Source: an optimization exercise on an open RTL-to-GDS flow (aim: small area, a short achievable clock period and few clock cycles per item). Production flows keep margins and buffers that such runs may drop. Function was not checked in any run shown here: the RTL went through the layout flow alone. Power figures rest on the tool's default switching activity, not on a simulated workload.

==> flow/design.v, too long to show whole: its modules and the start of the top module <==
// module iir_orde1_core: 1379 lines
// module iir_orde1_axis_wrapper: 228 lines
module iir_orde1_axis_wrapper #(
    parameter integer C_S_AXI_DATA_WIDTH = 32,
    parameter integer C_S_AXI_ADDR_WIDTH = 4,
    parameter integer DATA_WIDTH         = 32   
)(
    input  wire aclk,
    input  wire aresetn,   
    input  wire [DATA_WIDTH-1:0] s_axis_tdata,
    input  wire                  s_axis_tvalid,
    output wire                  s_axis_tready,
    input  wire                  s_axis_tlast,
    output wire [DATA_WIDTH-1:0] m_axis_tdata,
    output reg                   m_axis_tvalid,
    input  wire                  m_axis_tready,
    output reg                   m_axis_tlast,
    input  wire [C_S_AXI_ADDR_WIDTH-1:0] s_axi_awaddr,
    input  wire                          s_axi_awvalid,
    output wire                          s_axi_awready,
    input  wire [C_S_AXI_DATA_WIDTH-1:0] s_axi_wdata,
    input  wire [C_S_AXI_DATA_WIDTH/8-1:0] s_axi_wstrb,
    input  wire                          s_axi_wvalid,
    output wire                          s_axi_wready,
    output wire [1:0]                    s_axi_bresp,
    output wire                          s_axi_bvalid,
    input  wire                          s_axi_bready,
    input  wire [C_S_AXI_ADDR_WIDTH-1:0] s_axi_araddr,
    input  wire                          s_axi_arvalid,
    output wire                          s_axi_arready,
    output wire [C_S_AXI_DATA_WIDTH-1:0] s_axi_rdata,
    output wire [1:0]                    s_axi_rresp,
    output wire                          s_axi_rvalid,
    input  wire                          s_axi_rready
);
  // ...
==> flow/flow/run.sh <==
#!/bin/bash
# The standard layout (the standard.sh, unchanged synthesis), with ORFS's
# timing repair aimed at a slack margin, so it works on the paths that set
# the achieved period. The SDC and every other setting stay as given.
set -o pipefail
export SETUP_SLACK_MARGIN=11.0
bash standard.sh > standard.log 2>&1
==> flow/standard.sh <==
#!/bin/bash
# synth_recipe.tcl (not shown) runs the flow's synth.tcl, then flattens the netlist and writes it again
# the make line also repeats each setting of config.mk as NAME=value (left out here)
make -C /OpenROAD-flow-scripts/flow DESIGN_CONFIG=/design/flow/config.mk WORK_HOME=/design/flow/orfs CLKGATE_MAP_FILE= SYNTH_SCRIPT=/design/flow/synth_recipe.tcl "${@:-finish}"
==> flow/config.mk <==
export PLATFORM = sky130hd
export DESIGN_NAME = iir_orde1_axis_wrapper
export DESIGN_NICKNAME = iir_orde1_axis_wrapper
export VERILOG_FILES = /design/flow/design.v
export SDC_FILE = /design/flow/constraint.sdc
export NUM_CORES = 4
export LEC_CHECK = 0
export CAP_MARGIN = 20
export CORE_MARGIN = 2
export CORE_UTILIZATION = 40
export SLEW_MARGIN = 20
==> flow/constraint.sdc <==
create_clock -name core_clock -period 15.0 [get_ports {aclk}]
set_input_delay 3.0000 -clock core_clock [delete_from_list [all_inputs] [get_ports {aclk}]]
set_output_delay 3.0000 -clock core_clock [all_outputs]
set_load 0.01 [all_outputs]
==> impl_metrics.py, run 1 <==
metrics = {
    "power_and_ir_drop": {
        "powerSeq_w": 0.00232,
        "clkPwrFrac": 0.224,
        "leakagePower_nw": 16.9,
        "p_switching_w": 0.00272,
        "power_density_nw_per_um2": 152,
        "peakVddDrop_v": 0.000127,
        "p_clk_w": 0.00150,
        "seqPwrFrac": 0.345,
    },
    "cells_and_area": {
        "nonClkBufAreaFrac": 0.0668,
        "final_cell_mix": "nand2_1 (577), inv_1 (371), fa_1 (355), a22oi_1 (295), xor2_1 (290)",
        "layout-drive-gt1-share": 0.167,
        "multi_input_comb_area_um2": 23400,
        "nNetsFinal": 4426,
        "seq_share": 0.291,
    },
    "critical_path": {
        "reg2reg_to": "core.qb",
        "critPathLaunchType": "flop",
        "r2r_start": "core.b1_one[0]",
        "rrSetupSlack_ns": 10.45,
        "required_ns": 15.36,
        "cp_slowest_cell": "fa_1",
    },
    "cts": {
        "cts_inserted_buffers": 58,
        "cts.sinks": 551,
    },
    "route": {
        "wl_met2_um": 47700,
        "m1WireLength_um": 47400,
        "vias_per_cell": 5.31,
        "dr.max_layer_used": "met5",
        "drt_first_iter_violations": 2292,
        "wirelength_um": 106000,
    },
    "yosys": {
        "synthSimpleGateAreaFrac": 0.0852,
        "synth.area.top_cells": "dfxtp_1 (21%), fa_1 (19%), edfxtp_1 (12%)",
        "synth_cells": 3863,
        "synth.area.mux_share": 0.0342,
        "synth_top_family_by_area": "adder cells",
        "synth-xor-area-share": 0.102,
    },
    "sta": {
        "fin_skew_ns": 0.0423,
        "rsz0062_at_grt": "yes",
    },
    "global_routing": {
        "grt_usage": 0.215,
        "grt_max_degree": 131,
    },
    "worst_hold_path": {
        "hold_path.class": "flop to flop",
        "hold_end": "core.a0_one[0]",
    },
    "outcome": {
        "status": "finished clean",
    },
    "floorplan": {
        "ioPinCount": 162,
    },
}
==> inputs of run 2 (changes only) <==
--- a/flow/flow/run.sh
+++ b/flow/flow/run.sh
@@ -5,3 +5,3 @@
 set -o pipefail
-export SETUP_SLACK_MARGIN=11.0
+export SETUP_SLACK_MARGIN=10.5
 bash standard.sh > standard.log 2>&1
==> run 2 against run 1 <==
Compared with the run above:
- count of clock-buffer cells in the layout increased by 1
- setup slack got worse by 0.028 ns
- sequential cell count unchanged
- sequential share of layout area is 0.65 points higher
- maximum frequency down 0.60%
- register-to-register slack got worse by 0.03 ns
- first-iteration DRC count is 0.61% lower
- synthesized cell count did not move
- critical path type unchanged
- largest cell class unchanged
- largest power group unchanged
- highest routed layer is now met4
==> impl_metrics.py, run 2 <==
metrics = {
    "cts": {
        "cts_inserted_buffers": 60,
        "clockBufferDepth": 3,
        "cts_root_buf": "clkbuf_16",
        "cts.sinks": 551,
        "clk_latency_ns": 0.65,
        "cts.clk_slew.worst_paths_ns": 0.06,
        "cts_htree_levels": 2,
        "cts_tree": "yes",
    },
    "power_and_ir_drop": {
        "peakVddDrop_v": 0.000143,
        "swShare": 0.407,
        "p_switching_w": 0.00264,
        "seqPwrFrac": 0.364,
        "cell_internal_pwr_w": 0.00384,
        "power_density_nw_per_um2": 152,
        "clkPwrFrac": 0.240,
        "comb_power_share": 0.396,
        "leakagePower_nw": 16.5,
        "totalPowerFinal_w": 0.00648,
    },
    "route": {
        "num_vias": 27200,
        "wire_per_inst_um": 20.1,
        "dr.pass1.iters": 5,
        "drc": 0,
        "wirelength_um": 103000,
        "vias_per_cell": 5.31,
        "drt_first_iter_violations": 2278,
        "antenna_left": 0,
    },
    "cells_and_area": {
        "multi_input_comb_area_um2": 22800,
        "fillers": 8933,
        "ff_latch_area_um2": 12700,
        "final_cell_mix": "nand2_1 (579), inv_1 (384), fa_1 (369), dfxtp_1 (364), a22oi_1 (356)",
        "layout-drive-gt1-share": 0.0780,
        "stdcell_count": 5122,
        "area_growth_pct": 12.0,
        "antenna_cells": 0,
        "final_common_cell": "nand2_1",
        "design_area_um2": 42600,
        "nNetsFinal": 4342,
    },
    "critical_path": {
        "cp_slowest_stage_delay_ns": 0.56,
        "worstPathMaxFanout": 2,
        "arrival_ns": 4.96,
        "critPathLaunchType": "flop",
        "cp_slowest_cell": "fa_1",
        "required_ns": 15.39,
        "cp-end-kind": "flop",
        "path_class": "flop to flop",
        "crit_top_cell": "fa_1",
        "cp_cell_sequence": "buf_12, a22oi_2, xnor2_2, fa_1, inv_2, fa_1, inv_1, fa_1, fa_1, inv_1, fa_1, inv_1, ha_1, nand3_1, nor3_1, o31ai_2, a21oi_1",
    },
    "global_routing": {
        "grt_pass1_vias": 27000,
        "grt_antenna_before_repair": 0,
        "grt_pass1_wl_um": 162000,
        "grt_overflow": 0,
        "grt_usage": 0.211,
        "grt_max_degree": 95,
    },
    "sta": {
        "hold_viol": 0,
        "finalSetupViolations": 0,
        "min_period_ns": 4.57,
        "fmax_mhz": 219,
        "whs_ns": 0.388,
        "relSlewSlack": 0.284,
        "fin_crit_sh": 0.305,
        "worst_pin_slew_ns": 1.07,
        "rsz0062_at_grt": "yes",
        "fin_skew_ns": 0.0357,
        "finalMaxSlewViolations": 0,
        "fin_setup_tns_ns": 0,
    },
    "floorplan": {
        "ioPinCount": 162,
        "rows": 113,
        "core_um2": 94600,
        "die_area_um2": 97600,
        "die_x_um": 312,
        "start_util": 0.402,
        "fp.dieH_um": 312,
    },
    "worst_hold_path": {
        "hold_path.class": "flop to flop",
    },
    "yosys": {
        "avgSynthCellArea_um2": 9.85,
        "synth_cells": 3863,
        "ys_top_cells_by_count": "nand2_1 (581), dfxtp_1 (396), inv_1 (385)",
        "ys_seq_area_frac": 0.331,
        "ys_async_sr_fraction": 0,
        "synth_edf_count": 155,
        "synth_cell_types": 66,
        "syn-cell-area_um2": 38000,
        "synth.area.top_cells": "dfxtp_1 (21%), fa_1 (19%), edfxtp_1 (12%)",
        "synth_flop_cell": "dfxtp_1",
        "synth.top_cell.area_share": 0.208,
        "yosysMostFrequentCell": "nand2_1",
        "yosysWarningCount": 2,
        "ys_ff_latch": 551,
        "synth.largest_area_cell": "dfxtp_1",
    },
    "job": {
        "cap_viol_max_count": 0,
    },
    "place": {
        "placedCellCount": 4982,
        "gp_congestion": 0.852,
        "port-buffer-count": 149,
        "dp_hpwl_um": 72700,
        "placed_area_um2": 40100,
    },
    "outcome": {
        "status": "finished clean",
    },
}
run 2: logic make-up after synthesis:
kind of cell / share of synthesized area
compound gates: 0.153
xor+xnor: 0.102
fa+ha+maj: 0.221
buf+inv: 0.0736
flops: 0.331
mux: 0.0342
other cells: 0.0000986
simple gates: 0.0852
run 2: stage by stage:
step	utilization	setup WS, ns
after floorplan	-	10.44
after CTS	0.449	10.34
final	0.450	10.43
after detailed placement	0.424	9.67
after global routing	0.450	10.28
after global placement	0.424	9.67
run 2: layout make-up:
| cell class | instances | area share |
|---|---|---|
| Clock buffer | 81 | 0.0400 |
| Clock inverter | 33 | 0.00905 |
| Inverter | 387 | 0.0342 |
| Multi-Input combinational cell | 2589 | 0.536 |
| Sequential cell | 551 | 0.297 |
| Tap cell | 1265 | 0.0372 |
| Timing Repair Buffer | 216 | 0.0465 |
run 2: path summary, 6_finish.rpt:
| path | from | to | slack (ns) | depth (start not counted) |
|---|---|---|---|---|
| worst min-delay path | reg_a1[0] | core.a1_one[0] | 0.39 | 0 |
| worst max-delay path | core.b1_one[2] | core.qb | 10.43 | 17 |
| worst min register to register | reg_a1[0] | core.a1_one[0] | 0.39 | 0 |
| worst max register to register | core.b1_one[2] | core.qb | 10.43 | 17 |
run 2: metal layers:
metal / vias up / wire length, um / track usage
li1: 12600 / - / -
met1: 13500 / 46600 / 0.305
met2: 961 / 45900 / 0.324
met3: 168 / 7800 / 0.0394
met4: 0 / 2760 / 0.0580
met5: - / 0 / 0
run 2: power groups by stage:
stage / Combinational [W] / Sequential (W) / Clock (W)
2_1_floorplan: 0.00190 / 0.00219 / 0
3_3_place_gp: 0.00248 / 0.00239 / 0
3_5_place_dp: 0.00252 / 0.00240 / 0
4_1_cts: 0.00255 / 0.00235 / 0.00158
5_1_grt: 0.00289 / 0.00240 / 0.00164
6_report: 0.00256 / 0.00236 / 0.00155
run 2: worst max-delay path: cells and delay by family, from the launching register on:
kind / cells / cell delay (ns)
xor gates and xnor gates: 1 / 0.11
AOI/OAI and AO/OA: 3 / 0.60
buffers and inverters: 5 / 0.33
and+or+nand+nor: 2 / 0.15
DFF: 1 / 0.32
adders and majority gates: 6 / 2.80
run 2: repair_timing:
item | CTS | global route
pin swaps | 10 | 5
resized for setup | 133 | 23
gates cloned | 0 | 3
hold buffers | 0 | 0
endpoints found under the setup margin | 136 | 95
setup buffers | 21 | 2
==> inputs of run 3 (changes only) <==
==> flow/flow/run.sh (replaced) <==
#!/bin/bash
# The standard layout (the standard.sh, unchanged synthesis and SDC) with
# two changes to how ORFS builds it:
#  - the port buffers are plain buf_2 cells (ORFS otherwise picks a slow
#    delay-buffer cell for them); every port is still buffered;
#  - timing repair aims at a slack margin, so it works on the paths that
#    set the achieved period.
set -o pipefail
export SETUP_SLACK_MARGIN=10.5
export BUFFER_PORTS_ARGS="-inputs -outputs -buffer_cell sky130_fd_sc_hd__buf_2"
bash standard.sh > standard.log 2>&1
==> run 3 against run 2 <==
Compared with the run above:
- global-route usage down 0.13 points
- clock skew decreased by 0.017 ns
- power is 0.91% lower
- synthesized cell count stayed put
- design area down 1.4%
- die area unchanged
- critical path depth shrank 4
- sequential share of layout area increased by 0.49 points
- non-clock buffer count rose by 1
- utilization decreased by 0.65 points
- clock power down 3%
- critical path type unchanged
==> impl_metrics.py, run 3 <==
metrics = {
    "outcome": {
        "status": "finished clean",
    },
    "worst_hold_path": {
        "hold_path.class": "flop to flop",
        "holdPathStages": 0,
    },
    "place": {
        "dp_hpwl_um": 72400,
        "placedCellCount": 4977,
        "port-buffer-count": 149,
        "gp_congestion": 0.868,
    },
    "yosys": {
        "synth.top_cell.area_share": 0.208,
        "avgSynthCellArea_um2": 9.85,
        "synth_cell_types": 66,
        "synth_cells": 3863,
        "synth_flop_cell": "dfxtp_1",
        "ys_async_sr_fraction": 0,
        "syn-cell-area_um2": 38000,
        "ys_top_cells_by_count": "nand2_1 (581), dfxtp_1 (396), inv_1 (385)",
        "synth.largest_area_cell": "dfxtp_1",
        "yosysMostFrequentCell": "nand2_1",
        "ys_ff_latch": 551,
        "synth_edf_count": 155,
        "ys_seq_area_frac": 0.331,
        "yosysWarningCount": 2,
        "synth.area.top_cells": "dfxtp_1 (21%), fa_1 (19%), edfxtp_1 (12%)",
    },
    "critical_path": {
        "cp-end-kind": "flop",
        "worstPathMaxFanout": 7,
        "required_ns": 15.37,
        "cp_cell_sequence": "buf_12, buf_4, a22oi_1, xor2_1, fa_1, inv_1, fa_1, inv_1, fa_1, fa_1, fa_1, fa_1, a21oi_2",
        "cp_slowest_stage_delay_ns": 0.58,
        "crit_top_cell": "fa_1",
        "worstRegToRegCells": 13,
        "arrival_ns": 4.82,
        "path_class": "flop to flop",
        "critPathLaunchType": "flop",
        "rrSetupSlack_ns": 10.55,
        "cp_slowest_cell": "fa_1",
    },
    "cts": {
        "cts.sinks": 551,
        "cts_tree": "yes",
        "cts_inserted_buffers": 57,
        "cts_htree_levels": 2,
        "clk_latency_ns": 0.64,
        "cts_root_buf": "clkbuf_16",
        "cts.clk_slew.worst_paths_ns": 0.06,
        "clockBufferDepth": 3,
    },
    "job": {
        "cap_viol_max_count": 0,
    },
    "floorplan": {
        "die_area_um2": 97600,
        "core_um2": 94600,
        "ioPinCount": 162,
        "die_x_um": 312,
        "rows": 113,
        "start_util": 0.402,
        "fp.dieH_um": 312,
    },
    "sta": {
        "finalSetupViolations": 0,
        "fin_skew_ns": 0.0182,
        "worst_pin_slew_ns": 1.09,
        "whs_ns": 0.402,
        "fin_setup_tns_ns": 0,
        "hold_viol": 0,
        "fmax_mhz": 225,
        "rsz0062_at_grt": "yes",
        "relSlewSlack": 0.271,
        "finalMaxSlewViolations": 0,
        "min_period_ns": 4.45,
        "fin_crit_sh": 0.296,
    },
    "route": {
        "num_vias": 26900,
        "wire_per_inst_um": 20.0,
        "wirelength_um": 102000,
        "antenna_left": 0,
        "dr.max_layer_used": "met4",
        "dr_wl_met3_um": 7630,
        "vias_per_cell": 5.27,
        "wl_met2_um": 45800,
        "m1WireLength_um": 46300,
        "dr.pass1.iters": 5,
        "drc": 0,
        "drt_first_iter_violations": 2232,
    },
    "power_and_ir_drop": {
        "leakagePower_nw": 16.3,
        "power_density_nw_per_um2": 153,
        "peakVddDrop_v": 0.000149,
    },
    "global_routing": {
        "grt_pass1_wl_um": 162000,
        "grt_usage": 0.210,
        "grt_overflow": 0,
        "grt_max_degree": 155,
        "grt_pass1_vias": 26900,
        "grt_antenna_before_repair": 1,
    },
    "cells_and_area": {
        "nNetsFinal": 4337,
        "final_cell_mix": "nand2_1 (579), inv_1 (382), fa_1 (367), dfxtp_1 (359), a22oi_1 (345)",
        "final_common_cell": "nand2_1",
        "antenna_cells": 0,
        "fillers": 8989,
        "area_growth_pct": 10.4,
        "stdcell_count": 5113,
        "layout-drive-gt1-share": 0.121,
    },
}
[run 3: layer usage]
layer	up-vias	track usage
met5	-	0
met4	0	0.0585
met3	140	0.0393
met2	912	0.320
met1	13300	0.305
li1	12600	-
[run 3: what timing repair did]
action / CTS / global route
endpoints found under the setup margin: 17 / 29
setup buffers: 19 / 10
pin swaps: 8 / 27
gates resized for setup: 57 / 60
hold buffers: 0 / 0
[run 3: where the power goes]
part	internal, W	switching [W]	leakage, nW
Sequential	0.00203	0.000332	4.85
Clock	0.000857	0.000642	0.971
Combinational	0.000894	0.00166	10.4
Total	0.00378	0.00263	16.3
[run 3: worst max-delay path, delay by kind of cell, from the launching register on]
family / cells / cell delay [ns]
buffers and inverters: 4 / 0.41
AOI/OAI and AO/OA: 2 / 0.23
xor gates and xnor gates: 1 / 0.11
DFF: 1 / 0.33
adders and majority gates: 6 / 3.09
[run 3: layout make-up]
type	count	area (um2)	share of cell area
clock buffers	75	1620	0.0385
clock inverters	32	359	0.00856
inverters	387	1460	0.0347
multi-input cells	2586	22900	0.546
flip-flops and latches	551	12700	0.302
well taps	1265	1580	0.0377
repair buffers	217	1380	0.0328
[run 3: worst paths after layout]
path	start	end
setup / recovery	core.ya[11]	core.qb
hold / removal	reg_a1[0]	core.a1_one[0]
setup reg to reg	core.ya[11]	core.qb
hold reg to reg	reg_a1[0]	core.a1_one[0]
[run 3: logic make-up after synthesis]
| kind of cell | after synthesis | synth area share |
|---|---|---|
| other cells | 1 | 0.0000986 |
| fa+ha+maj | 451 | 0.221 |
| xor+xnor | 443 | 0.102 |
| compound gates | 820 | 0.153 |
| buf+inv | 729 | 0.0736 |
| flops | 551 | 0.331 |
| mux | 86 | 0.0342 |
| simple gates | 782 | 0.0852 |
[run 3: per-stage QoR]
stage	power, W	utilization	instance area [um2]	setup slack [ns]
floorplan	0.00409	-	38100	10.44
global placement	0.00481	0.416	39400	9.69
detailed placement	0.00485	0.416	39400	9.68
CTS	0.00639	0.440	41600	10.36
global route	0.00687	0.444	42000	10.40
finish	0.00642	0.444	42000	10.55

-- what the ideal ports hide --
The flow's constraints put no driver on any port. The routed layouts listed below were extracted and timed again, unchanged, in two steps.
Step 1 sets driving cells, clkbuf_16 on the clock port and buf_2 on the other inputs (assumed; they add their load-dependent delay and slew).
Step 2 also shifts input and output timing later by t, the mid clock arrival at the registers, as if the neighbouring blocks saw the same clock.
Three values: no drivers, after step 1, after step 2; two values: the first two.
run	shift t [ns]	setup slack, ns	hold slack, ns	worst setup path after step 2
run 1	0.701	10.453 / 10.453 / 10.402	0.375 / 0.375 / 0.375	input to register
run 2	0.705	10.426 / 10.426 / 9.915	0.388 / 0.388 / 0.388	input to register
run 3	0.699	10.555 / 10.555 / 10.035	0.402 / 0.402 / 0.402	input to register
After both steps setup and hold are still met in every run listed. For run 3, which loses most, drivers alone change the setup slack by 0.000 ns; drivers and shift together by -0.520 ns.
